Source: an optimization exercise on an open RTL-to-GDS flow (aim: small area and a short achievable clock period). Production flows keep margins and buffers that such runs may drop.
The RTL was checked by simulation tests, not by an equivalence proof against the original design.

==> flow/design.v <==
module cpu_core (
    input         clk,
    input         rst,
    output [7:0]  imem_addr,
    input  [31:0] imem_data,
    output [7:0]  rf_raddr1,
    output [7:0]  rf_raddr2,
    input  [15:0] rf_rdata1,
    input  [15:0] rf_rdata2,
    output        rf_we,
    output [7:0]  rf_waddr,
    output [15:0] rf_wdata,
    output [7:0]  dmem_addr,
    input  [15:0] dmem_rdata,
    output        dmem_we,
    output [15:0] dmem_wdata
);
    reg  [7:0]  pc;
    reg         valid;           
    reg         ir_bubble;       
    reg  [23:0] ir;              
    reg  [2:0]  ir_q;            
    reg  [2:0]  ir_f;            
    reg  [7:0]  pc_d;            
    reg         pred_d;          
    reg  [7:0]  btb;             
    reg  [4:0]  bp_tag [0:7];
    reg  [7:0]  bp_taken;
    reg         ir_alive;        
    reg         ci_alive;        
    reg  [1:0]  ph;              
    reg         s_b;             
    reg  [2:0]  s_f;             
    reg  [23:0] ci;              
    reg         ci_cond;         
    reg  [7:0]  ci_nt;
    reg  [7:0]  ci_pc;
    reg         ci_pred;
    reg  [3:0]  mq;
    reg  [2:0]  mf;
    reg         mb1, mb3;
    reg  [23:0] ip;              
    reg  [7:0]  mar;
    reg  [15:0] mbr;
    function [15:0] carry16(input [15:0] a, input [15:0] b, input cin);
        reg [15:0] g, t, gg, tt;
        integer i, l, j;
        begin
            g = a & b;
            t = a | b;
            for (l = 0; l < 4; l = l + 1) begin
                gg = g; tt = t;
                for (i = 0; i < 16; i = i + 1) begin
                    if (((i >> l) & 1) == 1) begin
                        j = ((i >> l) << l) - 1;
                        gg[i] = g[i] | (t[i] & g[j]);
                        tt[i] = t[i] & t[j];
                    end
                end
                g = gg; t = tt;
            end
            carry16 = {g[14:0] | (t[14:0] & {15{cin}}), cin};
        end
    endfunction
    wire m_rfop   = mq[3];
    wire m_pipe   = mq[3] & mq[1];
    wire m_op1mbr = m_pipe & ~mq[0];
    wire m_op2mbr = m_pipe & mq[0];
    wire m_op2imm = mq[3] & ~mq[1] & mq[0];
    wire m_beq    = (mq == 4'b0001);
    wire m_mar    = ~mq[3] & mq[2];
    wire m_marA   = m_mar & ~mq[1] & ~mq[0];
    wire m_latch  = m_mar & ~mq[1];
    wire m_st     = m_mar & mq[1];
    wire m_sti    = m_st & mq[0];
    assign imem_addr = pc;
    assign rf_raddr1 = ci[23:16];
    assign rf_raddr2 = ci[15:8];
    assign rf_waddr  = ci[7:0];
    assign rf_we     = m_rfop;
    assign dmem_we   = mb1;
    assign dmem_addr = mar;
    assign dmem_wdata = mbr;
    wire [15:0] op1 = (mbr & {16{m_op1mbr}}) | (rf_rdata1 & {16{~m_op1mbr}});
    wire s_pass = (mf == 3'd0);
    wire s_add  = (mf == 3'd1);
    wire s_sub  = (mf == 3'd2);
    wire s_xor  = (mf == 3'd3);
    wire s_and  = (mf == 3'd4);
    wire s_or   = (mf == 3'd5);
    wire        rf2_pos = ~m_op2mbr & ~m_op2imm & ~s_sub;
    wire        rf2_neg = ~m_op2mbr & ~m_op2imm & s_sub;
    wire [15:0] op2e = (m_op2mbr ? mbr : {8'b0, ci[15:8]}) ^ {16{s_sub}};
    wire [15:0] op2x = (rf_rdata2 & {16{rf2_pos}}) | (~rf_rdata2 & {16{rf2_neg}}) |
                       (op2e & {16{m_op2mbr | m_op2imm}});
    wire [15:0] c_as = carry16(op1, op2x, s_sub);
    wire [15:0] t  = op1 | op2x;      
    wire [15:0] g  = op1 & op2x;
    wire s_as = s_add | s_sub;
    wire [15:0] lf  = (mbr & {16{s_pass}}) | ((t & {16{s_xor}}) & ~g) |
                      (g & {16{s_and}}) | (t & {16{s_or}});
    wire [15:0] r_c1 = (~t & {16{s_as}}) | (g & {16{s_as}}) | lf;
    wire [15:0] r_c0 = ((t & {16{s_as}}) & ~g) | lf;
    wire [15:0] res  = (c_as & r_c1) | (~c_as & r_c0);
    assign rf_wdata = res;
    wire eq       = ~|((t & {16{m_beq}}) & ~g);    
    wire br_alu   = ci_cond;
    wire flush    = br_alu & (m_beq ? (eq ^ ci_pred) : ci_pred);
    wire taken    = m_beq & eq;
    wire q_none  = ir_bubble | (ir_q == 3'd0) | (ir_q == 3'd7);
    wire q_reg   = ~ir_bubble & (ir_q == 3'd1);
    wire q_imm   = ~ir_bubble & (ir_q == 3'd2);
    wire q_mema  = ~ir_bubble & (ir_q == 3'd3);
    wire q_memb  = ~ir_bubble & (ir_q == 3'd4);
    wire q_store = ~ir_bubble & (ir_q == 3'd5);
    wire q_beq   = ~ir_bubble & (ir_q == 3'd6);
    wire q_multi = q_mema | q_memb | q_store;
    wire ph_idle = (ph == 2'd0);
    wire ph_s2   = ph[0];                     
    wire dep     = (ph == 2'd3 && !mq[0]) ? 1'b0 :
                   ((ir[23:16] == ci[7:0]) | (ir[15:8] == ci[7:0]));
    wire spec_ok = ~dep & (flush | ~q_multi);
    wire exec_ready = ph_idle | (ph_s2 & spec_ok);
    wire adv     = valid & exec_ready;
    wire cu_clr  = flush | ~valid;
    wire [3:0] mq_single = q_reg ? 4'b1000 : q_imm ? 4'b1001 : q_beq ? 4'b0001 : 4'b0000;
    always @(posedge clk) begin
        if (cu_clr) begin
            ph  <= 2'd0;
            mq  <= 4'b0000;
            mb1 <= 1'b0;
            mb3 <= 1'b0;
        end else begin
            case (ph)
                2'd0: begin
                    ph  <= q_mema | q_memb ? 2'd1 : q_store ? 2'd3 : 2'd0;
                    mq  <= q_mema ? 4'b0100 : q_memb ? 4'b0101 :
                           q_store ? {3'b011, ir_f[0]} : mq_single;
                    mb1 <= 1'b0;
                    mb3 <= 1'b0;
                end
                2'd1: begin
                    ph  <= 2'd2;
                    mq  <= spec_ok ? mq_single : 4'b0000;
                    mb1 <= 1'b0;
                    mb3 <= 1'b1;
                end
                2'd2: begin
                    ph  <= 2'd0;
                    mq  <= {3'b101, s_b};
                    mb1 <= 1'b0;
                    mb3 <= 1'b0;
                end
                default: begin
                    ph  <= 2'd0;
                    mq  <= spec_ok ? mq_single : 4'b0000;
                    mb1 <= 1'b1;
                    mb3 <= 1'b0;
                end
            endcase
        end
        s_b <= mq[0];
        s_f <= mf;
        mf <= (ph == 2'd2) ? s_f : ir_f;
        if (cu_clr) begin
            ci      <= 24'b0;
            ci_cond <= 1'b0;
        end else if (ph == 2'd2) begin
            ci      <= ip;
            ci_cond <= 1'b0;
        end else if (ir_bubble) begin
            ci      <= 24'b0;
            ci_cond <= 1'b0;
        end else begin
            ci      <= ir;
            ci_cond <= ir_q[2] & ir_q[1];
        end
        ci_nt   <= btb;
        ci_pc   <= pc_d;
        ci_pred <= pred_d;
        ip  <= ci;
        mbr <= m_st ? (m_sti ? {8'b0, ci[23:16]} : rf_rdata1) : dmem_rdata;
    end
    always @(posedge clk or posedge rst) begin
        if (rst)
            mar <= 8'b0;
        else if (m_mar)
            mar <= m_marA ? ci[23:16] : ci[15:8];
    end
    wire [7:0] op       = imem_data[31:24];
    wire       i_cond   = (op[7:4] == 4'h6);
    wire       i_uncond = (op[7:4] == 4'h4);
    wire       f_nz     = (op[2:0] != 3'd0);
    wire [2:0] i_q =
        (op[7:3] == 5'b00000 && f_nz) ? 3'd1 :
        (op[7:3] == 5'b00100 && f_nz) ? 3'd2 :
        ((op[7:3] == 5'b00010 && f_nz) || op == 8'h80) ? 3'd3 :
        (op[7:3] == 5'b00001 && f_nz) ? 3'd4 :
        (op == 8'h81 || op == 8'h91) ? 3'd5 :
        (op == 8'h60) ? 3'd6 :
        i_cond ? 3'd7 : 3'd0;
    wire [2:0] i_f = (op == 8'h81 || op == 8'h91) ? {2'b0, op[4]} : op[2:0];
    wire [2:0] idx   = pc[2:0];
    wire       hit   = (bp_tag[idx] == pc[7:3]);
    wire       pred  = i_cond & hit & bp_taken[idx];
    wire [7:0] pc_next = i_uncond ? imem_data[23:16] :
                         pred ? imem_data[7:0] : {pc[7:1] + 7'd1, pc[0]};
    always @(posedge clk or posedge rst) begin
        if (rst) begin
            pc        <= 8'b0;
            valid     <= 1'b0;
            ir_bubble <= 1'b1;
        end else begin
            valid <= 1'b1;
            if (adv) begin
                ir_bubble <= flush;
                pc <= flush ? ci_nt : pc_next;
            end
        end
    end
    always @(posedge clk) begin
        if (i_cond)
            btb <= imem_data[7:0];
        if (adv) begin
            ir     <= imem_data[23:0];
            ir_q   <= i_q;
            ir_f   <= i_f;
            pc_d   <= pc;
            pred_d <= pred;
        end
    end
    wire       claim   = i_cond & ~hit;
    wire       alive_d = (claim && pc[2:0] == pc_d[2:0]) ? (pc[7:3] == pc_d[7:3]) : ir_alive;
    wire       upd_alu = br_alu & ci_alive;
    always @(posedge clk) begin
        ci_alive <= alive_d;
        ir_alive <= adv ? (i_cond | hit) : alive_d;
    end
    integer k;
    always @(posedge clk) begin
        if (claim)
            bp_tag[idx] <= pc[7:3];
    end
    always @(posedge clk or posedge rst) begin
        if (rst)
            bp_taken <= 8'b0;
        else begin
            for (k = 0; k < 8; k = k + 1) begin
                if (upd_alu && ci_pc[2:0] == k)
                    bp_taken[k] <= taken;
                else if (claim && idx == k)
                    bp_taken[k] <= 1'b0;
            end
        end
    end
endmodule
export LEC_CHECK = 0
export ABC_AREA = 1
export CAP_MARGIN = 20
export CORE_MARGIN = 2
export CORE_UTILIZATION = 60
export CTS_BUF_LIST = sky130_fd_sc_hd__clkbuf_8 sky130_fd_sc_hd__clkbuf_4
export CTS_CLUSTER_SIZE = 40
export SETUP_SLACK_MARGIN = 5
export SLEW_MARGIN = 20
export SYNTH_MEMORY_MAX_BITS = 16384
create_clock -name core_clock -period 11.0 [get_ports {clk}]
standard.sh (not shown) runs the stock make flow with config.mk's settings and CLKGATE_MAP_FILE= SYNTH_SCRIPT=/design/flow/synth_recipe.tcl, a recipe that flattens the netlist after the stock synthesis.
==> flow/flow/run.sh <==
#!/bin/bash
set -euo pipefail
export BUFFER_PORTS_ARGS="-buffer_cell sky130_fd_sc_hd__buf_1"
export CTS_ARGS="-sink_clustering_enable -repair_clock_nets -dont_use_dummy_load -sink_clustering_size 20 -sink_clustering_max_diameter 60 -buf_list {sky130_fd_sc_hd__clkbuf_8}"
bash standard.sh > standard_flow.log 2>&1
Change:
==> flow/flow/run.sh (replaced) <==
#!/bin/bash
set -euo pipefail
export BUFFER_PORTS_ARGS="-buffer_cell sky130_fd_sc_hd__buf_1"
export CTS_ARGS="-sink_clustering_enable -repair_clock_nets -dont_use_dummy_load -sink_clustering_size 16 -sink_clustering_max_diameter 50 -buf_list {sky130_fd_sc_hd__clkbuf_8}"
bash standard.sh > standard_flow.log 2>&1
CORE_UTILIZATION = 70   (was 60)
CTS_BUF_LIST = default   (was sky130_fd_sc_hd__clkbuf_8 sky130_fd_sc_hd__clkbuf_4)
CTS_CLUSTER_SIZE = default   (was 40)
Final area stays flat.
Final cell count decreases by 2.2%.
Worst hold slack got worse by 0.025 ns.
Global-route usage grows by 4.3 points.

separate check: timing with driven ports:
How much do the figures lean on ideal ports? The routed layouts below were timed once more, with nothing changed but the port constraints.
Step 1, drivers: a clkbuf_16 drives clk and a buf_2 each remaining input, both assumed.
Step 2 also shifts input and output timing later by t, the mid clock arrival at the registers, as if the neighbouring blocks saw the same clock.
Three values: ideal, step 1, step 2; two values: the first two.
run | t, ns | slack for setup (ns) | hold WS [ns] | latest minus earliest clock arrival (ns)
the first run | 0.528 | 4.895 / 4.875 / 4.875 | 0.350 / 0.350 / 0.350 | 0.064 / 0.063
the second run | 0.535 | 4.855 / 4.832 / 4.832 | 0.325 / 0.325 / 0.325 | 0.059 / 0.058
After both steps setup and hold are still met in every run listed. For the second run, which loses most, drivers alone change the setup slack by -0.023 ns; drivers and shift together by -0.023 ns.
